Context: an optimization exercise on an open-source flow, tuned for small area. The choices shown serve that exercise and are no tape-out recipe.
Only simulation tests tie the RTL to the original design; equivalence was not proved.
Power figures rest on the tool's default switching activity, not on a simulated workload.

==> design/flow/design.v <==
module ALU (
    input logic [31:0] SrcA,
    input logic [31:0] SrcB,
    input logic [2:0] ALUControl,
    output logic [31:0] ALUResult
);
logic sub, en;
logic [31:0] b, p, g, c, s;
logic [8:0] bc;
assign sub = ALUControl[2];
assign en = (ALUControl[1:0] == 2'b10);
assign b = SrcB ^ {32{sub}};
assign p = SrcA ^ b;
assign g = SrcA & b;
assign bc[0] = sub;
genvar k;
generate for (k = 0; k < 8; k++) begin : blk
  logic [3:0] pp, gg;
  logic G, P;
  assign pp = p[4*k +: 4];
  assign gg = g[4*k +: 4];
  assign G = gg[3] | pp[3]&gg[2] | pp[3]&pp[2]&gg[1] | pp[3]&pp[2]&pp[1]&gg[0];
  assign P = &pp;
  assign bc[k+1] = G | P & bc[k];
  assign c[4*k]   = bc[k];
  assign c[4*k+1] = gg[0] | pp[0]&bc[k];
  assign c[4*k+2] = gg[1] | pp[1]&c[4*k+1];
  assign c[4*k+3] = gg[2] | pp[2]&c[4*k+2];
end endgenerate
assign s = p ^ c;
assign ALUResult = s & {32{en}};
endmodule
module rf_row (input logic clk,
input logic r, rn,
input logic [31:0] c,
output logic [31:0] q,
output logic [31:0] d
);
assign d = (q & {32{rn}}) | (c & {32{r}});
always_ff@(posedge clk)
	q <= d;
endmodule
module rf_aoi222 (input logic [2:0] a, b, output logic y);
assign y = ~|(a & b);
endmodule
module rf_aoi22 (input logic [1:0] a, b, output logic y);
assign y = ~|(a & b);
endmodule
module rf_rdbit #(parameter int N = 32) (input logic [N-1:0] s, d, output logic y);
localparam int G = N / 3;
localparam int R = N - 3 * G;
logic [G:0] n;
genvar g;
generate
	for (g = 0; g < G; g++) begin : grp
		rf_aoi222 u (.a(s[3*g +: 3]), .b(d[3*g +: 3]), .y(n[g]));
	end
	if (R == 2) begin : r2
		rf_aoi22 u (.a(s[N-1 -: 2]), .b(d[N-1 -: 2]), .y(n[G]));
	end else if (R == 1) begin : r1
		assign n[G] = ~(s[N-1] & d[N-1]);
	end else begin : r0
		assign n[G] = 1'b1;
	end
endgenerate
assign y = ~&n;
endmodule
module rf_rdport (input logic [31:0] sel,
input logic [1023:0] arr,
input logic [4:0] idx,
output logic [31:0] y
);
genvar b, i;
generate
	for (b = 0; b < 32; b++) begin : bit_
		logic [31:0] col;
		for (i = 0; i < 32; i++) begin : c
			assign col[i] = arr[32*i + b];
		end
		if (b < 5) begin : lo
			rf_rdbit #(.N(33)) u (.s({~|sel, sel}), .d({idx[b], col}), .y(y[b]));
		end else begin : hi
			rf_rdbit #(.N(32)) u (.s(sel), .d(col), .y(y[b]));
		end
	end
endgenerate
endmodule
module register_file (input logic clk, rst,
input logic [4:0] A1, A2, A3,
input logic [31:0] WD3,
input logic WE3,
output logic [31:0] RD1,
output logic [31:0] RD2,
output logic [31:0] prode
);
logic [1023:0] arr, nxt;
logic [31:0] wrow, V, Vn;
logic PV;
logic [4:0] PA;
logic [31:0] PD;
logic [4:0] A1r, A2r;
logic RV1, RV2;
logic [31:0] sel1, sel2;
always_ff@(posedge clk or negedge rst)
	if (!rst) PV <= 1'b0;
	else PV <= WE3;
always_ff@(posedge clk) begin
	PA <= A3;
	PD <= WD3;
end
always_comb
	for (int i = 0; i < 32; i++) wrow[i] = PV && (PA == i);
assign Vn = V | wrow;
always_ff@(posedge clk or negedge rst)
	if (!rst) V <= 32'b0;
	else V <= Vn;
genvar g;
generate
	for (g = 0; g < 32; g++) begin : row
		rf_row u (.clk(clk), .r(wrow[g]), .rn(~wrow[g]), .c(PD),
		          .q(arr[32*g +: 32]), .d(nxt[32*g +: 32]));
	end
endgenerate
always_ff@(posedge clk)
	if (rst) begin
		A1r <= A1;
		A2r <= A2;
		RV1 <= Vn[A1];
		RV2 <= Vn[A2];
	end
always_comb
	for (int i = 0; i < 32; i++) begin
		sel1[i] = RV1 && (A1r == i);
		sel2[i] = RV2 && (A2r == i);
	end
rf_rdport rp1 (.sel(sel1), .arr(arr), .idx(A1r), .y(RD1));
rf_rdport rp2 (.sel(sel2), .arr(arr), .idx(A2r), .y(RD2));
assign prode = Vn[1] ? nxt[63:32] : 32'd1;
endmodule
module top (input logic clk, rst,
input logic [4:0] A1, A2, A3,
input logic [31:0] WD3,
input logic WE3,
input logic [31:0] SrcA,
input logic [31:0] SrcB,
input logic [2:0] ALUControl,
output logic [31:0] ALUResult,
output logic [31:0] RD1,
output logic [31:0] RD2,
output logic [31:0] prode
);
    register_file reg1 (clk, rst, A1, A2, A3, WD3, WE3, RD1, RD2, prode);
    ALU alu1 (SrcA, SrcB, ALUControl, ALUResult);
endmodule
==> design/flow/flow/run.sh <==
#!/bin/bash
set -euo pipefail
export BUFFER_PORTS_ARGS="-buffer_cell sky130_fd_sc_hd__buf_1"
export CTS_ARGS="-sink_clustering_enable -repair_clock_nets -dont_use_dummy_load -buf_list sky130_fd_sc_hd__clkbuf_8 -sink_clustering_size 18 -sink_clustering_max_diameter 60"
bash standard.sh > standard.log 2>&1
==> design/flow/standard.sh <==
#!/bin/bash
# synth_recipe.tcl (not shown) runs the flow's synth.tcl, then flattens the netlist and writes it again
# the make line also repeats each setting of config.mk as NAME=value (left out here)
make -C /OpenROAD-flow-scripts/flow DESIGN_CONFIG=/design/flow/config.mk WORK_HOME=/design/flow/orfs CLKGATE_MAP_FILE= SYNTH_SCRIPT=/design/flow/synth_recipe.tcl "${@:-finish}"
==> design/flow/config.mk <==
export PLATFORM = sky130hd
export DESIGN_NAME = top
export DESIGN_NICKNAME = top
export VERILOG_FILES = /design/flow/design.v
export SDC_FILE = /design/flow/constraint.sdc
export NUM_CORES = 4
export LEC_CHECK = 0
export CAP_MARGIN = 20
export CORE_MARGIN = 2
export CORE_UTILIZATION = 65
export SLEW_MARGIN = 20
export SYNTH_HIERARCHICAL = 1
==> design/flow/constraint.sdc <==
create_clock -name core_clock -period 10.0 [get_ports {clk}]
set_input_delay 2.0000 -clock core_clock [delete_from_list [all_inputs] [get_ports {clk}]]
set_output_delay 2.0000 -clock core_clock [all_outputs]
set_load 0.01 [all_outputs]
==> flow_metrics.env, run 1 <==
export IMPL_die_w_um=271
export IMPL_vias=44900
export IMPL_top_usage_layer="met2"
export IMPL_status="complete, no violations"
export IMPL_max_vdd_ir_drop_v=0.000143
export IMPL_synth_compound_area_share_pct=36.3
export IMPL_grtUsageMet3_pct=18.2
export IMPL_synthArstFlopShare_pct=2.98
export IMPL_drc=0
export IMPL_cts_buffers=77
export IMPL_crit_buf_inv=2
export IMPL_grt_util_met2_pct=69.6
export IMPL_hp_class="flop to flop"
export IMPL_ys_types=74
export IMPL_drt_first_iter_violations=13100
export IMPL_initial_core_util_pct=65.9
export IMPL_cp_top_family="adder cells"
export IMPL_cts_root_buf="clkbuf_8"
export IMPL_fp_coreArea_um2=70300
export IMPL_vias_per_cell=8.85
export IMPL_gp_congestion=0.966
export IMPL_final_nets=4292
export IMPL_drive_gt1_share_pct=11.0
export IMPL_syn_num_nets=4040
export IMPL_final_hold_viol_count=0
export IMPL_cp_slowest_cell="clkbuf_2"
export IMPL_cts_buffer_depth=3
export IMPL_synthSimpleGateAreaFrac_pct=6.76
export IMPL_crit_fanout=35
export IMPL_yosysSeqAreaShare_pct=48.4
export IMPL_syn_avg_cell_area_um2=12.0
export IMPL_placed_cell_area_um2=47600
export IMPL_whs_path_depth=2
export IMPL_grtUsageMet1_pct=62.7
export IMPL_required_ps=8000
export IMPL_p_leak_nw=18.4
export IMPL_synth_xor_area_share_pct=0.832
export IMPL_slew_violations=0
export IMPL_fin_area_um2=49000
export IMPL_powerDensity_nw_per_um2=200
export IMPL_synth_area_um2=46300
export IMPL_cts_clk_slew_worst_paths_ps=60
export IMPL_critPathLaunchType="input port"
export IMPL_crit_chain="clkbuf_2 -> xor2_1 -> ha_1 -> and3_1 -> a221oi_2 -> o211ai_2 -> a21oi_2 -> o31ai_1 -> fa_1 -> fa_1 -> fa_1 -> xnor2_1 -> xnor2_1 -> nor2_1 -> buf_1"
export IMPL_grt_start_max_net_pins=46
export IMPL_netlist_instances=3872
export IMPL_slew_headroom_pct=12.2
export IMPL_synthFlopType="dfxtp_1"
export IMPL_fin_setup_tns_ps=0
export IMPL_grt_pass1_wl_um=277000
export IMPL_dp_hpwl_um=114000
export IMPL_post_cts_buffers=0
export IMPL_arrival_ps=6400
export IMPL_antenna_found_initial=12
export IMPL_synth_edf_count=12
export IMPL_avgRoutedWirePerCell_um=38.2
export IMPL_syn_to_final_growth_pct=5.67
export IMPL_setup_violations=0
export IMPL_crit_path_end_kind="primary output"
export IMPL_skew_ps=57.4
export IMPL_critPathMaxStageDelay_ps=790
export IMPL_synth_top_family_by_area="compound AO/OA/AOI/OAI gates"
export IMPL_r2r_cells=6
export IMPL_final_period_utilization_pct=84.0
export IMPL_cts_resized=0
export IMPL_fp_dieH_um=271
export IMPL_ant_nets=0
export IMPL_fill_cells=5145
export IMPL_htree_levels=3
export IMPL_die_area_um2=73400
export IMPL_synth_top_cells_by_area="dfxtp_1 46%, a22o_1 18%, a222oi_1 14%, buf_6 4.7%, nand4_1 1.9%"
export IMPL_crit_type="input port to primary output"
export IMPL_first_global_vias=43700
export IMPL_synth_top_area_share_pct=45.8
export IMPL_ios=245
export IMPL_synth_mux_area_share_pct=0.386
export IMPL_rsz0062_at_grt="false"
export IMPL_max_cap_violations=0
export IMPL_fin_crit_ps=8400
export IMPL_cts_hold_buffers=0
export IMPL_port_buffers=244
export IMPL_synth_seq_cells=1106
export IMPL_insertion_delay_ps=750
export IMPL_grt_overflow_total=0
export IMPL_synth_top_cell_by_area="dfxtp_1"
export IMPL_placementRows=97
export IMPL_wl_um=194000
export IMPL_worst_slew_pin_slew_ps=1310
export IMPL_max_freq_ghz=0.119
export IMPL_crit_top_cell="fa_1"
export IMPL_synth_fa_ha_area_share_pct=1.75
export IMPL_cts_tree="done"
export IMPL_drtPass1Iterations=15
export IMPL_grt_usage_pct=49.8
export IMPL_yosysWarnings=8
export IMPL_cts_sinks=1106
export IMPL_path_depth=15
per-stage QoR:
stage | instances | power [mW] | worst slack (ps) | hold slack [ps] | utilization (%)
6_report | 5071 | 9.79 | 1600 | 471 | 69.7
5_1_grt | 5065 | 10.1 | 1320 | 487 | 69.7
4_1_cts | 5051 | 9.63 | 1540 | 465 | 69.3
3_5_place_dp | 4974 | 7.65 | 1540 | 450 | 67.8
3_3_place_gp | 4968 | 7.48 | 1580 | 439 | 67.6
2_1_floorplan | 3872 | 7.04 | 2520 | 422 | -
worst paths after layout:
path                                       from  slack [ps]                     endpoint
setup / recovery                  ALUControl[2]        1600                ALUResult[31]
hold / removal             reg1.V[26]$_DFF_PN0_         470         reg1.V[26]$_DFF_PN0_
setup reg to reg             reg1.PA[0]$_DFF_P_        6590  reg1.row[2].u.q[18]$_DFF_P_
hold reg to reg            reg1.V[26]$_DFF_PN0_         470         reg1.V[26]$_DFF_PN0_
max in group asynchronous                   rst        8220         reg1.V[26]$_DFF_PN0_
min in group asynchronous                   rst        1330          reg1.V[4]$_DFF_PN0_
per-layer routing:
| metal | vias to the layer above | wire length (um) |
|---|---|---|
| met4 | 8 | 17400 |
| li1 | 17400 | - |
| met2 | 4982 | 77600 |
| met3 | 1206 | 34000 |
| met5 | - | 55 |
| met1 | 21300 | 64500 |
per-module statistics from Yosys (local to each module, per instance), a selection:
module	copies in the design	flops+latches
rf_row	32	32
rf_aoi22	54	0
rf_aoi222	650	0
register_file	1	82
rf_rdport	2	0
ALU	1	0
Yosys cell counts (5+ instances only):
master / count
nor3_1: 6
xnor2_1: 11
a21o_1: 12
fa_1: 23
ha_1: 28
nand4_1: 139
buf_2: 12
nand3_1: 77
xor2_1: 33
nor2b_1: 42
a22o_2: 64
edfxtp_1: 12
and2_1: 24
a21oi_2: 5
dfxtp_1: 1061
nor4_1: 17
buf_4: 5
dfrtp_1: 33
nand2_1: 53
o22ai_1: 8
or3_1: 65
mux2i_1: 10
a22oi_2: 54
clkbuf_1: 16
inv_1: 53
nor2_1: 92
buf_6: 195
a222oi_1: 650
nand2b_1: 12
a21oi_1: 30
a22o_1: 961
registers in the layout, indices dropped and copies added (netlist names):
signal        count
reg1.PA           5
reg1.A2r          5
reg1.RV2          1
reg1.A1r          5
reg1.V           32
reg1.PV           1
reg1.RV1          1
reg1.row.u.q   1024
reg1.PD          32
report_power, final:
part	switching, mW	leakage (nW)	internal, mW
combinational	0.799	8.50	0.920
clock	1.41	0.554	0.695
sequential	0.711	9.33	5.26
total	2.92	18.4	6.87
area by class of cell:
| type | count | area (um^2) | area share, % |
|---|---|---|---|
| Tap cell | 940 | 1180 | 2.40 |
| Sequential cell | 1106 | 22400 | 45.8 |
| Multi-Input combinational cell | 2480 | 21700 | 44.3 |
| Clock buffer | 77 | 1060 | 2.16 |
| Inverter | 56 | 210 | 0.429 |
| Antenna cell | 9 | 22.5 | 0.0460 |
| Timing Repair Buffer | 403 | 2380 | 4.87 |
logic make-up after synthesis:
kind of cell / after synthesis
adder cells (fa/ha/maj): 51
AND/OR/NAND/NOR: 559
AO/OA/AOI/OAI: 1812
buffers and inverters: 286
multiplexers: 14
flip-flops: 1106
XOR/XNOR: 44
tightest hold or removal path, delay by kind of cell (launching register included):
kind            cells  cell delay (ps)
compound gates      1               60
flops               1              320
buf+inv             1               60
cells in the final DEF (no fill, tap or decap), types with 9 or more instances in the layout:
master and count:
buf_12 9, nor4_1 17, edfxtp_1 12, buf_4 142
nor2b_1 42, clkbuf_8 77, and2_1 24, diode_2 9
a22o_1 961, buf_1 242, nand2b_1 12, a22oi_2 54
a21oi_1 30, nand4_1 139, a222oi_1 650, nand2_1 53
xnor2_1 11, nor2_4 37, xor2_1 33, nor2_1 28
a21o_1 12, dfxtp_1 1061, dfrtp_1 33, nor2_2 28
or3_1 65, ha_1 28, nand3_1 77, mux2i_1 10
fa_1 23, a22o_2 64, inv_1 43
==> run 2: changes to the inputs <==
--- a/design/flow/flow/run.sh
+++ b/design/flow/flow/run.sh
@@ -4,2 +4,3 @@
 export CTS_ARGS="-sink_clustering_enable -repair_clock_nets -dont_use_dummy_load -buf_list sky130_fd_sc_hd__clkbuf_8 -sink_clustering_size 18 -sink_clustering_max_diameter 60"
+export RECOVER_POWER=100
 bash standard.sh > standard.log 2>&1
--- a/design/flow/config.mk
+++ b/design/flow/config.mk
@@ -9,3 +9,3 @@
 export CORE_MARGIN = 2
-export CORE_UTILIZATION = 65
+export CORE_UTILIZATION = 52
 export SLEW_MARGIN = 20
==> run 2 against run 1 <==
The layout now fails its checks (capacitance limit, slew limit). Clock skew increased by 45 ps. Routed wire length up 4.2%. Sequential share of layout area decreased by 0.090 points. Setup slack got worse by 590 ps. Critical path type unchanged. Die area grew 25%. Final cell count up 4.6%. Largest cell class unchanged. Synthesized cell count stayed put. Combinational power about the same. Via count is 3.4% lower. Fmax down 6.5%.
==> flow_metrics.env, run 2 <==
export IMPL_synth_common_cells="1061 x dfxtp_1, 961 x a22o_1, 650 x a222oi_1, 195 x buf_6, 139 x nand4_1"
export IMPL_fp_dieH_um=303
export IMPL_final_common_cell="dfxtp_1"
export IMPL_syn_avg_cell_area_um2=12.0
export IMPL_drt_first_iter_violations=10300
export IMPL_pre_cts_slack_ps=1370
export IMPL_ant_nets=0
export IMPL_crit_fanout=35
export IMPL_slew_headroom_pct=-84.2
export IMPL_synth_top_cells_by_area="dfxtp_1 46%, a22o_1 18%, a222oi_1 14%, buf_6 4.7%, nand4_1 1.9%"
export IMPL_crit_path_end="ALUResult[31]"
export IMPL_first_global_vias=42000
export IMPL_yosysWarnings=8
export IMPL_cts_sinks=1106
export IMPL_yosysMostFrequentCell="dfxtp_1"
export IMPL_insertion_delay_ps=790
export IMPL_violations="capacitance limit, slew limit"
export IMPL_cts_hold_buffers=0
export IMPL_layout_setup_ws_ps=1020
export IMPL_drc=0
export IMPL_crit_top_cell="fa_1"
export IMPL_cts_buffers=91
export IMPL_synthFlopType="dfxtp_1"
export IMPL_die_area_um2=91500
export IMPL_setup_violations=0
export IMPL_post_cts_buffers=0
export IMPL_drive_gt1_share_pct=9.38
export IMPL_fin_setup_tns_ps=0
export IMPL_cp_slowest_cell="buf_2"
export IMPL_crit_buf_inv=2
export IMPL_layout_common_cells="1061 x dfxtp_1, 961 x a22o_1, 650 x a222oi_1, 232 x buf_1, 139 x nand4_1"
export IMPL_cts_clk_slew_worst_paths_ps=80
export IMPL_grt_start_max_net_pins=46
export IMPL_r2r_cells=6
export IMPL_grt_pass1_wl_um=285000
export IMPL_top_register="reg1.row.u.q"
export IMPL_placementRows=109
export IMPL_multiInputGateArea_um2=21700
export IMPL_final_seq_area_um2=22400
export IMPL_final_period_utilization_pct=89.8
export IMPL_synth_seq_cells=1106
export IMPL_netlist_instances=3872
export IMPL_reg_top3="reg1.row.u.q (1024), reg1.PD (32), reg1.V (32)"
export IMPL_ios=245
export IMPL_max_freq_ghz=0.111
export IMPL_required_ps=8000
export IMPL_cp_top_family="adder cells"
export IMPL_worst_slew_pin_slew_ps=2760
export IMPL_grt_usage_pct=42.0
export IMPL_r2r_start="reg1.PA[0]$_DFF_P_"
export IMPL_avgRoutedWirePerCell_um=38.0
export IMPL_synth_top_cell_by_area="dfxtp_1"
export IMPL_dp_hpwl_um=121000
export IMPL_vias=43400
export IMPL_wl_um=202000
export IMPL_path_depth=15
export IMPL_critPathLaunchType="input port"
export IMPL_rsz0062_at_grt="false"
export IMPL_syn_num_nets=4040
export IMPL_gp_congestion=1.04
export IMPL_fp_coreArea_um2=88400
export IMPL_cts_buffer_depth=3
export IMPL_cts_root_buf="clkbuf_8"
export IMPL_fill_cells=7607
export IMPL_initial_core_util_pct=52.4
export IMPL_final_hold_viol_count=0
export IMPL_skew_ps=103
export IMPL_slew_violations=1916
export IMPL_fin_area_um2=49100
export IMPL_largest_reg_flops=1024
export IMPL_hold_slack_ps=468
export IMPL_final_nets=4306
export IMPL_placed_cell_area_um2=48000
export IMPL_port_buffers=244
export IMPL_arrival_ps=6980
export IMPL_max_vdd_ir_drop_v=0.000155
export IMPL_max_cap_violations=62
export IMPL_cts_resized=0
export IMPL_antenna_found_initial=5
export IMPL_synth_area_um2=46300
export IMPL_r2r_end="reg1.row[0].u.q[11]$_DFF_P_"
export IMPL_crit_start="ALUControl[2]"
export IMPL_crit_path_end_kind="primary output"
export IMPL_ys_types=74
export IMPL_cts_tree="done"
export IMPL_drtPass1Iterations=13
export IMPL_yosysSeqAreaShare_pct=48.4
export IMPL_htree_levels=3
export IMPL_critPathMaxStageDelay_ps=770
export IMPL_synth_edf_count=12
export IMPL_r2r_slack_ps=4010
export IMPL_crit_type="input port to primary output"
export IMPL_syn_to_final_growth_pct=5.88
export IMPL_powerDensity_nw_per_um2=202
export IMPL_die_w_um=303
export IMPL_power_total_mw=9.93
export IMPL_vias_per_cell=8.18
export IMPL_synthArstFlopShare_pct=2.98
export IMPL_hp_class="flop to flop"
export IMPL_status="complete, but fails checks"
export IMPL_p_leak_nw=18.2
export IMPL_crit_chain="buf_2 -> xor2_1 -> ha_1 -> and3_1 -> a221oi_1 -> o211ai_1 -> a21oi_1 -> o31ai_1 -> fa_1 -> fa_1 -> fa_1 -> xnor2_1 -> xnor2_1 -> nor2_1 -> buf_1"
export IMPL_fin_crit_ps=8980
export IMPL_synth_top_area_share_pct=45.8
export IMPL_grt_overflow_total=0
run 2: cell counts after synthesis:
Identical to the previous run, type by type.
run 2: worst reg2reg max path: cells and delay by family, from the launching register on:
| kind | cells | cell delay (ps) |
|---|---|---|
| AO/OA/AOI/OAI | 1 | 610 |
| flip-flops | 1 | 530 |
| AND/OR/NAND/NOR | 2 | 380 |
| buffers and inverters | 3 | 4270 |
run 2: layout make-up:
class                   count  share of cell area, %
multi-input cells        2480                   44.3
flip-flops and latches   1106                   45.7
inverters                  56                  0.428
diodes                      3                 0.0153
repair buffers            403                   4.05
well taps                1165                   2.97
clock buffers              91                   2.55
run 2: report_power, final:
part / internal (mW) / switching (mW)
registers: 5.26 / 0.685
clock network: 0.812 / 1.47
logic: 0.913 / 0.792
total: 6.98 / 2.95
run 2: metal layers:
metal  track usage, %  vias to the layer above  routed length, um
met1             54.7                    21400              74200
met3             12.7                      693              29400
met5                0                        -                 23
met2             60.7                     3902              84500
li1                 -                    17400                  -
met4             26.5                        4              13600
run 2: Yosys stat by module, one instance, submodules excluded, excerpt:
module         copies in the design  area [um^2]  cells  flops+latches
rf_aoi22                         54         12.5      1              0
rf_aoi222                       650         10.0      1              0
register_file                     1         4080    472             82
rf_rdport                         2         72.6     11              0
rf_row                           32          991     70             32
ALU                               1         1710    178              0
run 2: metrics by stage:
stage                     cells  utilization (%)
after floorplan            3872                -
after global placement     5203             54.3
after detailed placement   5204             54.3
after CTS                  5295             55.7
after global routing       5302             55.5
final                      5304             55.5
run 2: kinds of logic after synthesis:
family                     count (synthesis)  share of synthesized area [%]
AOI/OAI and AO/OA                       1812                           36.3
xor gates and xnor gates                  44                          0.832
muxes                                     14                          0.386
buffers and inverters                    286                           5.55
and+or+nand+nor                          559                           6.76
DFF                                     1106                           48.4
adders and majority gates                 51                           1.75
run 2: worst min path at each step:
stage	endpoint	cells after the start	from
after floorplan	reg1.V[9]$_DFF_PN0_	2	reg1.V[9]$_DFF_PN0_
after global placement	reg1.V[17]$_DFF_PN0_	2	reg1.V[17]$_DFF_PN0_
after detailed placement	reg1.V[17]$_DFF_PN0_	2	reg1.V[17]$_DFF_PN0_
after CTS	reg1.V[17]$_DFF_PN0_	2	reg1.V[17]$_DFF_PN0_
after global routing	reg1.V[2]$_DFF_PN0_	1	reg1.V[2]$_DFF_PN0_
final	reg1.V[17]$_DFF_PN0_	2	reg1.V[17]$_DFF_PN0_
==> run 3: changes to the inputs <==
==> design/flow/flow/run.sh (replaced) <==
#!/bin/bash
set -euo pipefail
export BUFFER_PORTS_ARGS="-buffer_cell sky130_fd_sc_hd__buf_1"
export CTS_ARGS="-sink_clustering_enable -repair_clock_nets -dont_use_dummy_load -buf_list sky130_fd_sc_hd__clkbuf_8 -sink_clustering_size 16 -sink_clustering_max_diameter 50"
bash standard.sh > standard.log 2>&1
--- a/design/flow/config.mk
+++ b/design/flow/config.mk
@@ -9,3 +9,3 @@
 export CORE_MARGIN = 2
-export CORE_UTILIZATION = 52
+export CORE_UTILIZATION = 55
 export SLEW_MARGIN = 20
==> run 3 against run 2 <==
Fmax increased by 5.4%. The run now finishes clean. Combinational power about the same. Critical path type unchanged. Die area decreased by 5.4%. Hold slack got worse by 8.4 ps. Clock skew decreased by 41 ps. Critical path depth unchanged. Total power increased by 2.3%. Cell area increased by 0.90%. Core utilization increased by 3.7 points.
==> flow_metrics.env, run 3 <==
export IMPL_status="complete, no violations"
export IMPL_max_vdd_ir_drop_v=0.000137
export IMPL_ant_nets=0
export IMPL_vias=43800
export IMPL_synth_common_cells="1061 x dfxtp_1, 961 x a22o_1, 650 x a222oi_1, 195 x buf_6, 139 x nand4_1"
export IMPL_cp_top_family="adder cells"
export IMPL_vias_per_cell=8.36
export IMPL_max_cap_violations=0
export IMPL_p_leak_nw=18.6
export IMPL_cts_buffers=111
export IMPL_first_global_vias=42100
export IMPL_final_nets=4326
export IMPL_antenna_found_initial=5
export IMPL_fin_util_pct=59.2
export IMPL_setup_violations=0
export IMPL_cts_buffer_depth=3
export IMPL_cts_tree="done"
export IMPL_syn_to_final_growth_pct=6.83
export IMPL_initial_core_util_pct=55.5
export IMPL_synthFlopType="dfxtp_1"
export IMPL_top_register="reg1.row.u.q"
export IMPL_crit_buf_inv=2
export IMPL_ys_types=74
export IMPL_crit_path_end_kind="primary output"
export IMPL_dp_hpwl_um=118000
export IMPL_synth_top_cells_by_area="dfxtp_1 46%, a22o_1 18%, a222oi_1 14%, buf_6 4.7%, nand4_1 1.9%"
export IMPL_grt_overflow_total=0
export IMPL_grt_start_max_net_pins=46
export IMPL_synthArstFlopShare_pct=2.98
export IMPL_drive_gt1_share_pct=11.8
export IMPL_ios=245
export IMPL_hold_slack_ps=460
export IMPL_power_total_mw=10.2
export IMPL_synth_edf_count=12
export IMPL_cts_clk_slew_worst_paths_ps=60
export IMPL_cts_hold_buffers=0
export IMPL_crit_type="input port to primary output"
export IMPL_synth_top_cell_by_area="dfxtp_1"
export IMPL_yosysWarnings=8
export IMPL_drtPass1Iterations=15
export IMPL_required_ps=8000
export IMPL_syn_num_nets=4040
export IMPL_rsz0062_at_grt="false"
export IMPL_gp_congestion=0.969
export IMPL_syn_avg_cell_area_um2=12.0
export IMPL_crit_top_cell="fa_1"
export IMPL_cts_resized=0
export IMPL_worst_slew_pin_slew_ps=1120
export IMPL_layout_common_cells="1061 x dfxtp_1, 961 x a22o_1, 650 x a222oi_1, 241 x buf_1, 153 x buf_4"
export IMPL_fin_crit_ps=8520
export IMPL_htree_levels=3
export IMPL_arrival_ps=6520
export IMPL_powerDensity_nw_per_um2=205
export IMPL_synth_top_area_share_pct=45.8
export IMPL_critPathLaunchType="input port"
export IMPL_critPathMaxStageDelay_ps=810
export IMPL_fin_setup_tns_ps=0
export IMPL_insertion_delay_ps=800
export IMPL_port_buffers=244
export IMPL_die_w_um=294
export IMPL_crit_chain="clkbuf_2 -> xor2_1 -> ha_1 -> and3_1 -> a221oi_2 -> o211ai_2 -> a21oi_2 -> o31ai_1 -> fa_1 -> fa_1 -> fa_1 -> xnor2_1 -> xnor2_1 -> nor2_1 -> buf_1"
export IMPL_cts_sinks=1106
export IMPL_drt_first_iter_violations=11200
export IMPL_wl_um=201000
export IMPL_cp_slowest_cell="clkbuf_2"
export IMPL_fp_coreArea_um2=83600
export IMPL_largest_reg_flops=1024
export IMPL_max_freq_ghz=0.117
export IMPL_final_common_cell="dfxtp_1"
export IMPL_synth_area_um2=46300
export IMPL_die_area_um2=86600
export IMPL_netlist_instances=3872
export IMPL_yosysSeqAreaShare_pct=48.4
export IMPL_grt_usage_pct=44.0
export IMPL_avgRoutedWirePerCell_um=38.4
export IMPL_post_cts_buffers=0
export IMPL_slew_violations=0
export IMPL_final_period_utilization_pct=85.2
export IMPL_fp_dieH_um=294
export IMPL_slew_headroom_pct=25.5
export IMPL_synth_seq_cells=1106
export IMPL_drc=0
export IMPL_final_hold_viol_count=0
export IMPL_crit_fanout=35
export IMPL_placementRows=106
export IMPL_cts_root_buf="clkbuf_8"
export IMPL_yosysMostFrequentCell="dfxtp_1"
export IMPL_grt_pass1_wl_um=284000
export IMPL_skew_ps=61.9
export IMPL_hp_class="flop to flop"
export IMPL_reg_top3="reg1.row.u.q (1024), reg1.PD (32), reg1.V (32)"
run 3: cell counts after synthesis:
Identical to the previous run, type by type.
run 3: cell type report:
| cell class | instances | area [um^2] |
|---|---|---|
| well taps | 1080 | 1350 |
| multi-input cells | 2480 | 21800 |
| fillers | 6873 | 34100 |
| diodes | 2 | 5.00 |
| repair buffers | 403 | 2230 |
| flip-flops and latches | 1106 | 22400 |
| clock buffers | 111 | 1530 |
| inverters | 56 | 210 |
run 3: worst min-delay path, cell delays in order (launching register included):
cell	delay, ps
dfrtp_1	340
a21oi_2	50
inv_2	40
run 3: cell families after synthesis:
group           count (synthesis)  synth area share [%]
compound gates               1812                  36.3
xor+xnor                       44                 0.832
buf+inv                       286                  5.55
fa+ha+maj                      51                  1.75
simple gates                  559                  6.76
flops                        1106                  48.4
mux                            14                 0.386
run 3: routing by layer:
| metal | share of wire [%] | vias to the layer above | GRT usage (%) | wire length [um] |
|---|---|---|---|---|
| li1 | - | 17400 | - | - |
| met1 | 35 | 21200 | 56.8 | 71300 |
| met2 | 42 | 4260 | 64.0 | 84300 |
| met3 | 15 | 863 | 13.3 | 31000 |
| met4 | 7.2 | 2 | 28.1 | 14400 |
| met5 | 0.0065 | - | 0.397 | 13 |
run 3: per-stage QoR:
step / worst slack (ps) / instance area, um^2 / instances
detailed placement: 1470 / 47800 / 5119
finish: 1480 / 49500 / 5238
global route: 1150 / 49500 / 5237
floorplan: 2520 / 46300 / 3872
global placement: 1490 / 47800 / 5119
CTS: 1470 / 49300 / 5230
run 3: final timing paths:
kind	startpoint	to	slack, ps	depth (start not counted)
worst min register to register	reg1.V[17]$_DFF_PN0_	reg1.V[17]$_DFF_PN0_	460	2
min in group asynchronous	rst	reg1.V[5]$_DFF_PN0_	1290	2
worst min-delay path	reg1.V[17]$_DFF_PN0_	reg1.V[17]$_DFF_PN0_	460	2
worst max-delay path	ALUControl[2]	ALUResult[31]	1480	15
worst max register to register	reg1.PA[1]$_DFF_P_	reg1.row[23].u.q[4]$_DFF_P_	6620	6
max in group asynchronous	rst	reg1.V[11]$_DFF_PN0_	8270	2
run 3: modules after synthesis (local to each module, per instance), a selection:
module | cells inside | copies in the design | area [um^2]
rf_aoi222 | 1 | 650 | 10.0
ALU | 178 | 1 | 1710
register_file | 472 | 1 | 4080
rf_rdport | 11 | 2 | 72.6
rf_aoi22 | 1 | 54 | 12.5
rf_row | 70 | 32 | 991
run 3: where the power goes:
part	leakage, nW	switching [mW]	total (mW)	internal (mW)
combinational	8.46	0.796	1.71	0.917
sequential	9.33	0.696	5.96	5.26
clock	0.798	1.50	2.48	0.980
==> run 4: changes to the inputs <==
==> design/flow/flow/run.sh (replaced) <==
#!/bin/bash
set -euo pipefail
export BUFFER_PORTS_ARGS="-buffer_cell sky130_fd_sc_hd__buf_1"
export CTS_ARGS="-sink_clustering_enable -repair_clock_nets -dont_use_dummy_load -buf_list sky130_fd_sc_hd__clkbuf_8 -sink_clustering_size 16 -sink_clustering_max_diameter 80"
bash standard.sh floorplan > standard_floorplan.log 2>&1
R=orfs/results/sky130hd/top/base
cp $R/2_floorplan.odb $R/2_floorplan_presize.odb
ODB_IN=$R/2_floorplan_presize.odb ODB_OUT=$R/2_floorplan.odb \
  openroad -no_init -exit flow/downsize.tcl > downsize.log 2>&1
bash standard.sh > standard.log 2>&1
==> design/flow/flow/downsize.tcl (new file) <==
# Swap every combinational cell of the synthesized netlist to the smallest
# drive strength of the same cell family (e.g. a22oi_2 -> a22oi_1).  Yosys's
# mapping upsizes some gates; the placement-stage repair_design later sizes up
# again whatever its slew and capacitance limits need.  Flip-flops, buffers,
# clock cells and tie cells are left alone.
read_db $::env(ODB_IN)
read_liberty $::env(FLOW_HOME)/platforms/sky130hd/lib/sky130_fd_sc_hd__tt_025C_1v80.lib
set n 0
set saved 0.0
foreach inst [[ord::get_db_block] getInsts] {
  set m [$inst getMaster]
  set name [$m getName]
  if {![regexp {^(sky130_fd_sc_hd__([a-z0-9]+))_([0-9]+)$} $name -> fam base drive]} continue
  if {[regexp {^(df|edf|sdf|dl|buf|clk|conb|tap|fill|decap|diode|bufinv|probe|lpflow)} $base]} continue
  set best $name
  set best_area [expr {[$m getWidth] * [$m getHeight]}]
  foreach cand [[ord::get_db] getLibs] {
    foreach cm [$cand getMasters] {
      set cn [$cm getName]
      if {![regexp "^${fam}_\[0-9\]+\$" $cn]} continue
      set a [expr {[$cm getWidth] * [$cm getHeight]}]
      if {$a < $best_area} { set best $cn; set best_area $a }
    }
  }
  if {$best ne $name} {
    set saved [expr {$saved + ([$m getWidth] * [$m getHeight] - $best_area) / 1e6}]
    replace_cell [$inst getName] $best
    incr n
  }
}
puts "downsize: swapped $n cells, saved [format %.1f $saved] um2"
write_db $::env(ODB_OUT)
==> run 4 against run 3 <==
Sequential power about the same. Cell area down 1.9%. Still clean. Count of clock-buffer cells in the layout down 32. Synthesized area unchanged. Critical endpoint unchanged. Register-to-register slack worse by 310 ps. Critical path type unchanged.
==> flow_metrics.env, run 4 <==
export IMPL_status="complete, no violations"
export IMPL_cts_clk_slew_worst_paths_ps=90
export IMPL_synth_common_cells="1061 x dfxtp_1, 961 x a22o_1, 650 x a222oi_1, 195 x buf_6, 139 x nand4_1"
export IMPL_worst_slew_pin_slew_ps=1280
export IMPL_required_ps=8000
export IMPL_cts_hold_buffers=0
export IMPL_slew_violations=0
export IMPL_synth_area_um2=46300
export IMPL_syn_num_nets=4040
export IMPL_skew_ps=70.8
export IMPL_fp_dieH_um=294
export IMPL_cts_root_buf="clkbuf_8"
export IMPL_final_nets=4293
export IMPL_reg_top3="reg1.row.u.q (1024), reg1.PD (32), reg1.V (32)"
export IMPL_place_inst=5122
export IMPL_finalNonFillerCells=5209
export IMPL_vias=43600
export IMPL_synth_top_cells_by_area="dfxtp_1 46%, a22o_1 18%, a222oi_1 14%, buf_6 4.7%, nand4_1 1.9%"
export IMPL_largest_reg_flops=1024
export IMPL_cts_sinks=1106
export IMPL_gp_congestion=0.985
export IMPL_port_buffers=244
export IMPL_wl_um=198000
export IMPL_netlist_instances=3872
export IMPL_synth_top_cell_by_area="dfxtp_1"
export IMPL_synthArstFlopShare_pct=2.98
export IMPL_top_register="reg1.row.u.q"
export IMPL_cts_tree="done"
export IMPL_cp_slowest_cell="clkbuf_2"
export IMPL_yosysSeqAreaShare_pct=48.4
export IMPL_grt_overflow_total=0
export IMPL_drt_first_iter_violations=11000
export IMPL_avgRoutedWirePerCell_um=38.1
export IMPL_drc=0
export IMPL_yosysWarnings=8
export IMPL_fin_crit_ps=8800
export IMPL_crit_top_cell="fa_1"
export IMPL_final_common_cell="dfxtp_1"
export IMPL_initial_core_util_pct=55.5
export IMPL_crit_path_end_kind="primary output"
export IMPL_cts_buffer_depth=3
export IMPL_max_freq_ghz=0.114
export IMPL_crit_chain="clkbuf_2 -> buf_4 -> xor2_1 -> ha_1 -> and3_1 -> a221oi_1 -> o21ai_0 -> a21oi_1 -> o31ai_1 -> fa_1 -> fa_1 -> fa_1 -> xnor2_1 -> xnor2_1 -> nor2_1 -> buf_1"
export IMPL_cts_buffers=79
export IMPL_slew_headroom_pct=14.1
export IMPL_insertion_delay_ps=760
export IMPL_fill_cells=6941
export IMPL_drtPass1Iterations=17
export IMPL_final_period_utilization_pct=88.0
export IMPL_placementRows=106
export IMPL_post_cts_buffers=0
export IMPL_ys_types=74
export IMPL_layout_common_cells="1061 x dfxtp_1, 1025 x a22o_1, 650 x a222oi_1, 242 x buf_1, 155 x buf_4"
export IMPL_syn_avg_cell_area_um2=12.0
export IMPL_grt_pass1_wl_um=280000
export IMPL_synth_edf_count=12
export IMPL_first_global_vias=41700
export IMPL_rsz0062_at_grt="false"
export IMPL_dp_hpwl_um=117000
export IMPL_grt_usage_pct=43.4
export IMPL_syn_to_final_growth_pct=4.80
export IMPL_fp_coreArea_um2=83600
export IMPL_final_hold_viol_count=0
export IMPL_p_leak_nw=18.3
export IMPL_hp_class="flop to flop"
export IMPL_cts_resized=0
export IMPL_final_seq_area_um2=22400
export IMPL_setup_violations=0
export IMPL_fin_setup_tns_ps=0
export IMPL_synthFlopType="dfxtp_1"
export IMPL_fin_util_pct=58.1
export IMPL_max_cap_violations=0
export IMPL_critPathLaunchType="input port"
export IMPL_max_vdd_ir_drop_v=0.000139
export IMPL_crit_type="input port to primary output"
export IMPL_antenna_found_initial=8
export IMPL_crit_fanout=21
export IMPL_powerDensity_nw_per_um2=201
export IMPL_vias_per_cell=8.38
export IMPL_ios=245
export IMPL_htree_levels=3
export IMPL_grt_start_max_net_pins=46
export IMPL_synth_seq_cells=1106
export IMPL_die_w_um=294
export IMPL_drive_gt1_share_pct=8.00
export IMPL_ant_nets=0
export IMPL_arrival_ps=6800
export IMPL_hold_slack_ps=464
export IMPL_critPathMaxStageDelay_ps=500
export IMPL_multiInputGateArea_um2=21300
export IMPL_synth_top_area_share_pct=45.8
export IMPL_die_area_um2=86600
export IMPL_power_total_mw=9.78
export IMPL_yosysMostFrequentCell="dfxtp_1"
[run 4: cell counts after synthesis]
Identical to the previous run, type by type.
[run 4: kinds of logic (layout without fill, tap and decap cells)]
family,count (synthesis),after routing,synth area share [%]
flip-flops,1106,1106,48.4
XOR/XNOR,44,44,0.832
AO/OA/AOI/OAI,1812,1812,36.3
AND/OR/NAND/NOR,559,559,6.76
other,0,6,0
buffers and inverters,286,537,5.55
adder cells (fa/ha/maj),51,51,1.75
multiplexers,14,14,0.386
[run 4: critical path, delay by kind of cell]
kind,cells,cell delay (ps)
AO/OA/AOI/OAI,4,1210
AND/OR/NAND/NOR,2,330
buffers and inverters,3,1060
adder cells (fa/ha/maj),4,1580
XOR/XNOR,3,600
[run 4: area by class of cell]
cell class / count / share of cell area [%]
Timing Repair Buffer: 402 / 4.46
Sequential cell: 1106 / 46.2
Multi-Input combinational cell: 2480 / 43.9
Antenna cell: 6 / 0.0309
Inverter: 56 / 0.433
Tap cell: 1080 / 2.78
Clock buffer: 79 / 2.24
[run 4: per-module statistics from Yosys, one instance, submodules excluded, excerpt]
module | cells inside | cell area (um^2) | times used
register_file | 472 | 4080 | 1
ALU | 178 | 1710 | 1
rf_row | 70 | 991 | 32
rf_rdport | 11 | 72.6 | 2
rf_aoi22 | 1 | 12.5 | 54
rf_aoi222 | 1 | 10.0 | 650
[run 4: power by group]
group,leakage (nW),switching [mW],internal [mW]
logic,8.40,0.792,0.900
registers,9.33,0.680,5.26
clock network,0.568,1.44,0.711
total,18.3,2.91,6.87
[run 4: final timing paths]
| check | slack (ps) | endpoint | startpoint | cells past startpoint |
|---|---|---|---|---|
| setup / recovery | 1200 | ALUResult[31] | ALUControl[2] | 16 |
| hold / removal | 460 | reg1.V[9]$_DFF_PN0_ | reg1.V[9]$_DFF_PN0_ | 2 |
| setup reg to reg | 6310 | reg1.row[6].u.q[10]$_DFF_P_ | reg1.PA[0]$_DFF_P_ | 5 |
| hold reg to reg | 460 | reg1.V[9]$_DFF_PN0_ | reg1.V[9]$_DFF_PN0_ | 2 |
| max in group asynchronous | 8270 | reg1.V[21]$_DFF_PN0_ | rst | 2 |
| min in group asynchronous | 1320 | reg1.V[8]$_DFF_PN0_ | rst | 2 |
[run 4: per-stage QoR]
stage / setup WS [ps] / cell area, um^2
floorplan: 2520 / 46300
global placement: 1300 / 47400
detailed placement: 1290 / 47400
CTS: 1270 / 48500
global route: 928 / 48600
finish: 1200 / 48600
[run 4: per-layer routing]
| metal | track usage (%) | routed length, um | vias to the layer above |
|---|---|---|---|
| li1 | - | - | 17400 |
| met1 | 56.8 | 71900 | 21300 |
| met2 | 63.0 | 82800 | 4196 |
| met3 | 12.1 | 29800 | 792 |
| met4 | 27.9 | 14000 | 6 |
| met5 | 0.170 | 34 | - |
==> run 5: changes to the inputs <==
--- a/design/flow/config.mk
+++ b/design/flow/config.mk
@@ -9,3 +9,3 @@
 export CORE_MARGIN = 2
-export CORE_UTILIZATION = 55
+export CORE_UTILIZATION = 65
 export SLEW_MARGIN = 20
==> run 5 against run 4 <==
Still clean. Sequential power about the same. Synthesized area stayed put. Register-to-register slack better by 400 ps. Clock power about the same. Sequential share of layout area fell by 0.13 points. Count of clock-buffer cells in the layout stayed put. Final cell count fell by 2.5%. Clock skew down 1.8 ps. Setup slack better by 430 ps. Synthesized cell count did not move. Highest routed layer unchanged.
==> flow_metrics.env, run 5 <==
export IMPL_status="complete, no violations"
export IMPL_crit_path_end_kind="primary output"
export IMPL_crit_fanout=18
export IMPL_yosysSeqAreaShare_pct=48.4
export IMPL_synthFlopType="dfxtp_1"
export IMPL_cts_resized=0
export IMPL_netlist_instances=3872
export IMPL_crit_chain="clkbuf_2 -> buf_4 -> xor2_1 -> ha_1 -> and3_1 -> a221oi_1 -> o21ai_0 -> a21oi_1 -> o31ai_1 -> fa_1 -> fa_1 -> fa_1 -> xnor2_1 -> xnor2_1 -> nor2_1 -> buf_1"
export IMPL_critPathMaxStageDelay_ps=430
export IMPL_setup_violations=0
export IMPL_final_common_cell="dfxtp_1"
export IMPL_synth_edf_count=12
export IMPL_largest_reg_flops=1024
export IMPL_p_leak_nw=18.4
export IMPL_syn_num_nets=4040
export IMPL_fin_setup_tns_ps=0
export IMPL_slew_violations=0
export IMPL_ys_types=74
export IMPL_vias=44800
export IMPL_gp_congestion=1.01
export IMPL_arrival_ps=6370
export IMPL_fill_cells=5236
export IMPL_final_period_utilization_pct=83.7
export IMPL_yosysMostFrequentCell="dfxtp_1"
export IMPL_cts_sinks=1106
export IMPL_layout_common_cells="1061 x dfxtp_1, 1025 x a22o_1, 650 x a222oi_1, 242 x buf_1, 146 x buf_4"
export IMPL_finalNonFillerCells=5080
export IMPL_port_buffers=244
export IMPL_power_internal_mw=6.87
export IMPL_die_w_um=271
export IMPL_final_seq_area_um2=22400
export IMPL_skew_ps=69.1
export IMPL_crit_type="input port to primary output"
export IMPL_cts_root_buf="clkbuf_8"
export IMPL_cts_tree="done"
export IMPL_final_hold_viol_count=0
export IMPL_crit_path_end="ALUResult[31]"
export IMPL_antenna_found_initial=11
export IMPL_multiInputGateArea_um2=21200
export IMPL_r2r_end="reg1.row[7].u.q[24]$_DFF_P_"
export IMPL_synth_area_um2=46300
export IMPL_ios=245
export IMPL_syn_to_final_growth_pct=5.10
export IMPL_post_cts_buffers=0
export IMPL_synthArstFlopShare_pct=2.98
export IMPL_slew_headroom_pct=6.98
export IMPL_path_depth=16
export IMPL_power_total_mw=9.77
export IMPL_switchingPower_mw=2.90
export IMPL_drive_gt1_share_pct=7.93
export IMPL_pwr_share_seq_pct=60.9
export IMPL_crit_top_cell="fa_1"
export IMPL_cts_buffers=79
export IMPL_synth_top_cell_by_area="dfxtp_1"
export IMPL_holdCritStartpoint="reg1.V[9]$_DFF_PN0_"
export IMPL_grt_start_max_net_pins=46
export IMPL_drc=0
export IMPL_reg_top3="reg1.row.u.q (1024), reg1.PD (32), reg1.V (32)"
export IMPL_synth_common_cells="1061 x dfxtp_1, 961 x a22o_1, 650 x a222oi_1, 195 x buf_6, 139 x nand4_1"
export IMPL_vias_per_cell=8.82
export IMPL_max_vdd_ir_drop_v=0.000159
export IMPL_r2r_cells=6
export IMPL_synth_top_cells_by_area="dfxtp_1 46%, a22o_1 18%, a222oi_1 14%, buf_6 4.7%, nand4_1 1.9%"
export IMPL_insertion_delay_ps=770
export IMPL_fp_coreArea_um2=70300
export IMPL_fp_dieH_um=271
export IMPL_power_frac_comb_pct=17.4
export IMPL_cts_clk_slew_worst_paths_ps=100
export IMPL_avgRoutedWirePerCell_um=37.6
export IMPL_synth_top_area_share_pct=45.8
export IMPL_crit_buf_inv=3
export IMPL_place_inst=4982
export IMPL_die_area_um2=73400
export IMPL_crit_start="ALUControl[2]"
export IMPL_placementRows=97
export IMPL_cp_slowest_cell="clkbuf_2"
export IMPL_rsz0062_at_grt="false"
export IMPL_fin_crit_ps=8370
export IMPL_cp_top_family="adder cells"
export IMPL_powerDensity_nw_per_um2=201
export IMPL_grt_overflow_total=0
export IMPL_cts_buffer_depth=3
export IMPL_r2r_slack_ps=6710
export IMPL_max_cap_violations=0
export IMPL_syn_avg_cell_area_um2=12.0
export IMPL_first_global_vias=43000
export IMPL_synth_seq_cells=1106
export IMPL_max_freq_ghz=0.120
export IMPL_grt_pass1_wl_um=273000
export IMPL_final_nets=4304
export IMPL_cts_hold_buffers=0
export IMPL_drtPass1Iterations=22
export IMPL_grt_usage_pct=48.9
export IMPL_wl_um=191000
export IMPL_drt_first_iter_violations=13300
export IMPL_yosysWarnings=8
export IMPL_switching_share_pct=29.7
export IMPL_required_ps=8000
export IMPL_hold_slack_ps=465
export IMPL_dp_hpwl_um=113000
export IMPL_initial_core_util_pct=65.9
export IMPL_critPathLaunchType="input port"
export IMPL_top_register="reg1.row.u.q"
export IMPL_htree_levels=3
export IMPL_worst_slew_pin_slew_ps=1390
export IMPL_p_clk_share_pct=21.8
export IMPL_ant_nets=0
export IMPL_r2r_start="reg1.PA[0]$_DFF_P_"
export IMPL_hp_class="flop to flop"
[run 5: changes by cell type in the layout (fill, tap and decap cells not counted), moves of 3 or more]
cell,previous run,this run
nand2_2,6,0
inv_1,47,50
buf_4,155,146
nor2_2,16,26
buf_16,3,11
buf_12,0,11
inv_2,9,3
nand2_1,48,54
clkinv_1,0,3
nor2_4,48,38
[run 5: worst reg2reg max path, delay by kind of cell (launching register included)]
kind                   cells  cell delay, ps
DFF                        1             500
and+or+nand+nor            2            1010
AOI/OAI and AO/OA          1             210
buffers and inverters      3            1520
[run 5: power by group through the flow]
| stage | clock network (mW) | registers (mW) | logic, mW |
|---|---|---|---|
| CTS | 2.08 | 5.89 | 1.62 |
| finish | 2.13 | 5.95 | 1.70 |
| detailed placement | 0 | 5.99 | 1.62 |
| global route | 2.24 | 6.02 | 1.77 |
| floorplan | 0 | 5.86 | 1.18 |
| global placement | 0 | 5.90 | 1.55 |
[run 5: per-layer routing]
layer	wire length (um)	share of wire, %	track usage (%)	vias to the layer above
met4	16700	8.8	34.4	6
met1	63500	33	61.9	21300
li1	-	-	-	17400
met3	33900	18	18.3	1180
met5	84	0.044	0.461	-
met2	76700	40	68.4	4907
[run 5: layout make-up]
class / instances / share of cell area [%]
Sequential cell: 1106 / 46.0
Multi-Input combinational cell: 2480 / 43.6
Antenna cell: 6 / 0.0308
Clock buffer: 79 / 2.23
Tap cell: 940 / 2.41
Timing Repair Buffer: 413 / 5.24
Inverter: 56 / 0.432
[run 5: how the worst min path moves through the flow]
stage,cells after the start,slack [ps],to
after global routing,2,500,reg1.V[11]$_DFF_PN0_
after detailed placement,2,440,reg1.V[9]$_DFF_PN0_
after floorplan,2,420,reg1.V[9]$_DFF_PN0_
final,2,470,reg1.V[9]$_DFF_PN0_
after CTS,2,470,reg1.V[9]$_DFF_PN0_
after global placement,2,440,reg1.V[10]$_DFF_PN0_
[run 5: logic make-up (layout without fill, tap and decap cells)]
| kind of cell | count (synthesis) | after routing | synth area share [%] |
|---|---|---|---|
| AND/OR/NAND/NOR | 559 | 559 | 6.76 |
| XOR/XNOR | 44 | 44 | 0.832 |
| other | 0 | 6 | 0 |
| buffers and inverters | 286 | 548 | 5.55 |
| multiplexers | 14 | 14 | 0.386 |
| adder cells (fa/ha/maj) | 51 | 51 | 1.75 |
| flip-flops | 1106 | 1106 | 48.4 |
| AO/OA/AOI/OAI | 1812 | 1812 | 36.3 |
[run 5: modules after synthesis, one instance, submodules excluded, excerpt]
module / times used / flip-flops and latches / cell area [um^2]
ALU: 1 / 0 / 1710
register_file: 1 / 82 / 4080
rf_aoi22: 54 / 0 / 12.5
rf_aoi222: 650 / 0 / 10.0
rf_rdport: 2 / 0 / 72.6
rf_row: 32 / 32 / 991
[run 5: stage by stage]
stage	cell area (um^2)	utilization, %	worst slack (ps)
after detailed placement	47300	67.3	1640
after global routing	48700	69.3	1260
after CTS	48400	68.9	1630
after global placement	47100	67.0	1700
after floorplan	46300	-	2520
final	48700	69.3	1630
==> run 6: changes to the inputs <==
--- a/design/flow/config.mk
+++ b/design/flow/config.mk
@@ -9,3 +9,3 @@
 export CORE_MARGIN = 2
-export CORE_UTILIZATION = 65
+export CORE_UTILIZATION = 48
 export SLEW_MARGIN = 20
==> run 6 against run 5 <==
Core utilization is 18 points lower. Final cell count is 6.4% higher. Global-route usage is 11 points lower. Sequential share of layout area is 0.24 points lower. Fmax is 0.16% higher. Die area is 35% higher. Largest power group unchanged. Still clean on timing, DRC and antenna. Largest cell class unchanged. Highest routed layer is now met4. Combinational power hardly changed.
==> flow_metrics.env, run 6 <==
export IMPL_status="complete, no violations"
export IMPL_synth_top_area_share_pct=45.8
export IMPL_ys_types=74
export IMPL_syn_num_nets=4040
export IMPL_cts_sinks=1106
export IMPL_largest_reg_flops=1024
export IMPL_drive_gt1_share_pct=8.47
export IMPL_grtUsageMet3_pct=9.61
export IMPL_cts_root_buf="clkbuf_8"
export IMPL_cts_buffers=79
export IMPL_slew_headroom_pct=32.2
export IMPL_p_leak_nw=18.4
export IMPL_yosysMostFrequentCell="dfxtp_1"
export IMPL_grt_util_met2_pct=53.0
export IMPL_critPathMaxStageDelay_ps=440
export IMPL_final_nets=4304
export IMPL_insertion_delay_ps=770
export IMPL_synth_xor_area_share_pct=0.832
export IMPL_max_freq_ghz=0.120
export IMPL_wl_um=195000
export IMPL_cts_buffer_depth=3
export IMPL_vias_per_cell=7.78
export IMPL_fin_area_um2=49000
export IMPL_grt_pass1_wl_um=276000
export IMPL_grt_start_max_net_pins=46
export IMPL_synthSimpleGateAreaFrac_pct=6.76
export IMPL_top_usage_layer="met2"
export IMPL_fin_setup_tns_ps=0
export IMPL_avgRoutedWirePerCell_um=36.1
export IMPL_ant_nets=0
export IMPL_powerDensity_nw_per_um2=199
export IMPL_fp_dieH_um=315
export IMPL_synth_mux_area_share_pct=0.386
export IMPL_crit_buf_inv=3
export IMPL_synth_seq_cells=1106
export IMPL_cts_clk_slew_worst_paths_ps=80
export IMPL_post_cts_buffers=0
export IMPL_cp_top_family="adder cells"
export IMPL_top_register="reg1.row.u.q"
export IMPL_max_vdd_ir_drop_v=0.000132
export IMPL_final_common_cell="dfxtp_1"
export IMPL_grtUsageMet1_pct=52.2
export IMPL_synth_top_family_by_area="compound AO/OA/AOI/OAI gates"
export IMPL_final_hold_viol_count=0
export IMPL_slew_violations=0
export IMPL_ios=245
export IMPL_max_cap_violations=0
export IMPL_crit_fanout=21
export IMPL_cp_slowest_cell="fa_1"
export IMPL_port_buffers=244
export IMPL_worst_slew_pin_slew_ps=1020
export IMPL_setup_violations=0
export IMPL_synth_top_cells_by_area="dfxtp_1 46%, a22o_1 18%, a222oi_1 14%, buf_6 4.7%, nand4_1 1.9%"
export IMPL_grt_usage_pct=37.5
export IMPL_placed_cell_area_um2=47800
export IMPL_initial_core_util_pct=48.6
export IMPL_crit_chain="clkbuf_2 -> buf_4 -> xor2_1 -> ha_1 -> and3_1 -> a221oi_1 -> o21ai_0 -> a21oi_1 -> o31ai_1 -> fa_1 -> fa_1 -> fa_1 -> xnor2_1 -> xnor2_1 -> nor2_1 -> buf_1"
export IMPL_reg_top3="reg1.row.u.q (1024), reg1.PD (32), reg1.V (32)"
export IMPL_first_global_vias=39200
export IMPL_yosysWarnings=8
export IMPL_drtPass1Iterations=15
export IMPL_grt_overflow_total=0
export IMPL_die_w_um=315
export IMPL_hp_class="flop to flop"
export IMPL_required_ps=8000
export IMPL_htree_levels=3
export IMPL_synth_compound_area_share_pct=36.3
export IMPL_yosysSeqAreaShare_pct=48.4
export IMPL_layout_common_cells="1061 x dfxtp_1, 1025 x a22o_1, 650 x a222oi_1, 242 x buf_1, 167 x buf_4"
export IMPL_gp_congestion=0.934
export IMPL_synth_edf_count=12
export IMPL_synthArstFlopShare_pct=2.98
export IMPL_cts_hold_buffers=0
export IMPL_skew_ps=68.2
export IMPL_finalNonFillerCells=5403
export IMPL_syn_to_final_growth_pct=5.66
export IMPL_fp_coreArea_um2=95300
export IMPL_synth_fa_ha_area_share_pct=1.75
export IMPL_drc=0
export IMPL_synth_common_cells="1061 x dfxtp_1, 961 x a22o_1, 650 x a222oi_1, 195 x buf_6, 139 x nand4_1"
export IMPL_placementRows=113
export IMPL_vias=42000
export IMPL_antenna_found_initial=8
export IMPL_die_area_um2=99000
export IMPL_drt_first_iter_violations=10000
export IMPL_crit_type="input port to primary output"
export IMPL_synthFlopType="dfxtp_1"
export IMPL_rsz0062_at_grt="false"
export IMPL_cts_resized=0
export IMPL_synth_top_cell_by_area="dfxtp_1"
export IMPL_final_period_utilization_pct=83.5
export IMPL_crit_top_cell="fa_1"
export IMPL_cts_tree="done"
export IMPL_place_inst=5318
export IMPL_arrival_ps=6350
export IMPL_syn_avg_cell_area_um2=12.0
export IMPL_crit_path_end_kind="primary output"
export IMPL_netlist_instances=3872
export IMPL_critPathLaunchType="input port"
export IMPL_synth_area_um2=46300
export IMPL_dp_hpwl_um=111000
export IMPL_fin_crit_ps=8350
[run 6: cell counts after synthesis]
No cell type changed its count.
[run 6: through the flow]
| stage | setup WS [ps] | hold slack [ps] | power (mW) | util [%] |
|---|---|---|---|---|
| floorplan | 2520 | 422 | 7.04 | - |
| global placement | 1690 | 436 | 7.53 | 50.2 |
| detailed placement | 1600 | 441 | 7.58 | 50.2 |
| CTS | 1580 | 461 | 9.68 | 51.3 |
| global route | 1240 | 480 | 10.1 | 51.4 |
| finish | 1650 | 460 | 9.74 | 51.4 |
[run 6: cell families after synthesis]
group                      count (synthesis)
xor gates and xnor gates                  44
muxes                                     14
AOI/OAI and AO/OA                       1812
adders and majority gates                 51
DFF                                     1106
and+or+nand+nor                          559
buffers and inverters                    286
[run 6: Yosys stat by module (local to each module, per instance), excerpt]
module | cells inside | flops+latches
rf_aoi22 | 1 | 0
ALU | 178 | 0
rf_rdport | 11 | 0
rf_row | 70 | 32
rf_aoi222 | 1 | 0
register_file | 472 | 82
[run 6: worst paths after layout]
path,startpoint,to,slack (ps),cells past startpoint
setup / recovery,ALUControl[2],ALUResult[31],1650,16
hold / removal,reg1.V[19]$_DFF_PN0_,reg1.V[19]$_DFF_PN0_,460,2
setup reg to reg,reg1.PA[3]$_DFF_P_,reg1.row[27].u.q[6]$_DFF_P_,6470,6
hold reg to reg,reg1.V[19]$_DFF_PN0_,reg1.V[19]$_DFF_PN0_,460,2
max in group asynchronous,rst,reg1.V[21]$_DFF_PN0_,8240,2
min in group asynchronous,rst,reg1.V[31]$_DFF_PN0_,1350,2
[run 6: worst min-delay path, stage by stage, from the launching register on]
cell and delay [ps]:
dfrtp_1 330, a21oi_1 40, inv_2 60
[run 6: power by group]
part           total (mW)  leakage, nW  switching [mW]  internal [mW]
clock                2.17        0.568            1.46          0.712
sequential           5.91         9.33           0.649           5.26
combinational        1.67         8.48           0.770          0.896
[run 6: layout make-up]
cell class	count	area (um^2)
multi-input cells	2480	21400
well taps	1265	1580
repair buffers	413	2220
flip-flops and latches	1106	22400
clock buffers	79	1090
diodes	4	10.0
inverters	56	210
fillers	8632	46300
[run 6: per-layer routing]
layer	share of wire (%)	vias up
met1	39	20600
met3	14	567
met5	0	-
li1	-	17400
met2	41	3540
met4	6.2	0
==> run 7: changes to the inputs <==
--- a/design/flow/flow/run.sh
+++ b/design/flow/flow/run.sh
@@ -3,3 +3,3 @@
 export BUFFER_PORTS_ARGS="-buffer_cell sky130_fd_sc_hd__buf_1"
-export CTS_ARGS="-sink_clustering_enable -repair_clock_nets -dont_use_dummy_load -buf_list sky130_fd_sc_hd__clkbuf_8 -sink_clustering_size 16 -sink_clustering_max_diameter 80"
+export CTS_ARGS="-sink_clustering_enable -repair_clock_nets -dont_use_dummy_load -buf_list sky130_fd_sc_hd__clkbuf_8 -sink_clustering_size 16 -sink_clustering_max_diameter 60"
 bash standard.sh floorplan > standard_floorplan.log 2>&1
--- a/design/flow/config.mk
+++ b/design/flow/config.mk
@@ -9,3 +9,3 @@
 export CORE_MARGIN = 2
-export CORE_UTILIZATION = 48
+export CORE_UTILIZATION = 55
 export SLEW_MARGIN = 20
==> run 7 against run 6 <==
Fmax is 4.5% lower. Non-clock buffer count is 11 lower. Highest routed layer is now met5. Register-to-register slack worse by 170 ps. Sequential share of layout area is 0.22 points higher. Flip-flop and latch count stayed put.
==> flow_metrics.env, run 7 <==
export IMPL_wl_um=199000
export IMPL_power_total_mw=9.91
export IMPL_fp_dieH_um=294
export IMPL_drtPass1Iterations=13
export IMPL_skew_ps=99.4
export IMPL_final_hold_viol_count=0
export IMPL_ios=245
export IMPL_yosysMostFrequentCell="dfxtp_1"
export IMPL_synth_seq_cells=1106
export IMPL_r2r_slack_ps=6300
export IMPL_grt_start_max_net_pins=46
export IMPL_die_w_um=294
export IMPL_placementRows=106
export IMPL_yosysSeqAreaShare_pct=48.4
export IMPL_ys_types=74
export IMPL_final_period_utilization_pct=87.5
export IMPL_critPathLaunchType="input port"
export IMPL_synth_common_cells="1061 x dfxtp_1, 961 x a22o_1, 650 x a222oi_1, 195 x buf_6, 139 x nand4_1"
export IMPL_r2r_cells=5
export IMPL_max_cap_violations=0
export IMPL_r2r_end="reg1.row[6].u.q[0]$_DFF_P_"
export IMPL_cts_sinks=1106
export IMPL_max_vdd_ir_drop_v=0.000152
export IMPL_grt_pass1_wl_um=280000
export IMPL_htree_levels=3
export IMPL_fin_setup_tns_ps=0
export IMPL_synth_area_um2=46300
export IMPL_drt_first_iter_violations=11000
export IMPL_ant_nets=0
export IMPL_cts_root_buf="clkbuf_8"
export IMPL_p_leak_nw=18.4
export IMPL_vias_per_cell=8.40
export IMPL_synthFlopType="dfxtp_1"
export IMPL_cts_hold_buffers=0
export IMPL_setup_violations=0
export IMPL_slew_headroom_pct=14.5
export IMPL_syn_avg_cell_area_um2=12.0
export IMPL_crit_start="ALUControl[2]"
export IMPL_drive_gt1_share_pct=8.27
export IMPL_die_area_um2=86600
export IMPL_hp_class="flop to flop"
export IMPL_vias=43800
export IMPL_critPathMaxStageDelay_ps=480
export IMPL_slew_violations=0
export IMPL_rsz0062_at_grt="false"
export IMPL_cts_clk_slew_worst_paths_ps=90
export IMPL_antenna_found_initial=5
export IMPL_yosysWarnings=8
export IMPL_largest_reg_flops=1024
export IMPL_final_common_cell="dfxtp_1"
export IMPL_cts_buffer_depth=3
export IMPL_cts_resized=0
export IMPL_crit_chain="clkbuf_2 -> buf_4 -> xor2_1 -> ha_1 -> and3_1 -> a221oi_1 -> o21ai_0 -> a21oi_1 -> o31ai_1 -> fa_1 -> fa_1 -> fa_1 -> xnor2_1 -> xnor2_1 -> nor2_1 -> buf_1"
export IMPL_synth_edf_count=12
export IMPL_crit_type="input port to primary output"
export IMPL_reg_top3="reg1.row.u.q (1024), reg1.PD (32), reg1.V (32)"
export IMPL_grt_usage_pct=43.5
export IMPL_fill_cells=6947
export IMPL_cts_tree="done"
export IMPL_r2r_start="reg1.PA[0]$_DFF_P_"
export IMPL_arrival_ps=6750
export IMPL_powerDensity_nw_per_um2=203
export IMPL_syn_to_final_growth_pct=5.15
export IMPL_synth_top_cells_by_area="dfxtp_1 46%, a22o_1 18%, a222oi_1 14%, buf_6 4.7%, nand4_1 1.9%"
export IMPL_fin_crit_ps=8750
export IMPL_crit_path_end="ALUResult[31]"
export IMPL_dp_hpwl_um=117000
export IMPL_crit_top_cell="fa_1"
export IMPL_insertion_delay_ps=810
export IMPL_avgRoutedWirePerCell_um=38.2
export IMPL_port_buffers=244
export IMPL_status="complete, no violations"
export IMPL_post_cts_buffers=0
export IMPL_final_nets=4305
export IMPL_drc=0
export IMPL_crit_fanout=21
export IMPL_top_register="reg1.row.u.q"
export IMPL_netlist_instances=3872
export IMPL_synth_top_cell_by_area="dfxtp_1"
export IMPL_crit_path_end_kind="primary output"
export IMPL_syn_num_nets=4040
export IMPL_layout_common_cells="1061 x dfxtp_1, 1025 x a22o_1, 650 x a222oi_1, 242 x buf_1, 155 x buf_4"
export IMPL_required_ps=8000
export IMPL_first_global_vias=41800
export IMPL_synthArstFlopShare_pct=2.98
export IMPL_gp_congestion=0.985
export IMPL_cp_slowest_cell="clkbuf_2"
export IMPL_fp_coreArea_um2=83600
export IMPL_initial_core_util_pct=55.5
export IMPL_worst_slew_pin_slew_ps=1280
export IMPL_cts_buffers=91
export IMPL_max_freq_ghz=0.114
export IMPL_grt_overflow_total=0
export IMPL_synth_top_area_share_pct=45.8
export IMPL_whs_path_depth=2
-- run 7: cell counts after synthesis --
No cell type changed its count.
-- run 7: per-module statistics from Yosys (local to each module, per instance), a selection --
| module | cell area [um^2] | times used | cells |
|---|---|---|---|
| ALU | 1710 | 1 | 178 |
| register_file | 4080 | 1 | 472 |
| rf_aoi222 | 10.0 | 650 | 1 |
| rf_row | 991 | 32 | 70 |
| rf_aoi22 | 12.5 | 54 | 1 |
| rf_rdport | 72.6 | 2 | 11 |
-- run 7: power by group --
group / leakage, nW / switching [mW] / internal, mW
registers: 9.33 / 0.679 / 5.26
logic: 8.40 / 0.793 / 0.900
clock network: 0.654 / 1.47 / 0.812
-- run 7: stage by stage --
step / util [%] / setup slack, ps / cell area (um^2) / std cells / hold WS [ps]
3_3_place_gp: 56.7 / 1300 / 47400 / 5121 / 438
6_report: 58.3 / 1250 / 48700 / 5220 / 458
2_1_floorplan: - / 2520 / 46300 / 3872 / 422
4_1_cts: 58.2 / 1270 / 48700 / 5213 / 460
5_1_grt: 58.3 / 932 / 48700 / 5217 / 469
3_5_place_dp: 56.7 / 1290 / 47400 / 5122 / 439
-- run 7: worst min-delay path by stage --
stage                                 to            startpoint
finish               reg1.V[9]$_DFF_PN0_   reg1.V[9]$_DFF_PN0_
global route        reg1.V[17]$_DFF_PN0_  reg1.V[17]$_DFF_PN0_
CTS                  reg1.V[9]$_DFF_PN0_   reg1.V[9]$_DFF_PN0_
detailed placement   reg1.V[9]$_DFF_PN0_   reg1.V[9]$_DFF_PN0_
global placement    reg1.V[10]$_DFF_PN0_  reg1.V[10]$_DFF_PN0_
floorplan            reg1.V[9]$_DFF_PN0_   reg1.V[9]$_DFF_PN0_
-- run 7: logic make-up after synthesis --
kind of cell,count (synthesis),share of synthesized area [%]
compound gates,1812,36.3
xor+xnor,44,0.832
fa+ha+maj,51,1.75
buf+inv,286,5.55
flops,1106,48.4
mux,14,0.386
simple gates,559,6.76
-- run 7: cell type report --
class	count	area [um^2]	share of cell area (%)
well taps	1080	1350	2.77
multi-input cells	2480	21300	43.7
clock buffers	91	1250	2.57
diodes	5	12.5	0.0257
inverters	56	210	0.431
repair buffers	402	2160	4.44
flip-flops and latches	1106	22400	46.0
-- run 7: per-layer routing --
layer,vias up,track usage [%],routed length [um]
met4,2,27.5,13800
met5,-,0.170,15
met3,811,12.1,30000
met1,21400,56.7,71800
li1,17400,-,-
met2,4257,63.6,83600
-- run 7: critical path, delay by kind of cell --
family | cells | cell delay, ps
adder cells (fa/ha/maj) | 4 | 1590
AO/OA/AOI/OAI | 4 | 1190
XOR/XNOR | 3 | 600
AND/OR/NAND/NOR | 2 | 320
buffers and inverters | 3 | 1040

what the ideal ports hide:
The flow's constraints put no driver on any port. The routed layouts listed below were extracted and timed again, unchanged, in two steps. Step 1: set_driving_cell puts a clkbuf_16 on clk and a buf_2 on each other input, an assumption about the parent block. Step 2 adds t to the input delays and takes it off the output delays; t is the mean of the earliest and latest rising clock arrival at the registers after step 1. Input paths then give back, and output paths get back, about the clock's delay inside the block. Slacks: ideal ports / drivers / drivers and shift; pairs: ideal ports / drivers.
run	shift t [ns]	setup slack, ns	clock arrival spread, ns	worst register clock-pin slew, ns	cell pins on the clock port's net
run 1	0.791	1.602 / 1.579 / 1.579	0.066 / 0.066	0.12 / 0.12	1
run 2	0.805	1.017 / 0.986 / 0.986	0.112 / 0.112	0.12 / 0.12	1
run 3	0.829	1.478 / 1.456 / 1.456	0.094 / 0.095	0.10 / 0.10	1
run 4	0.810	1.202 / 1.179 / 1.179	0.085 / 0.085	0.12 / 0.12	1
run 5	0.810	1.634 / 1.607 / 1.607	0.081 / 0.081	0.11 / 0.11	1
run 6	0.809	1.648 / 1.625 / 1.625	0.073 / 0.074	0.11 / 0.11	1
run 7	0.823	1.251 / 1.227 / 1.227	0.119 / 0.120	0.11 / 0.11	1
The setup slack of run 2, which loses most, moves by -0.031 ns with the drivers and by -0.031 ns with both steps.
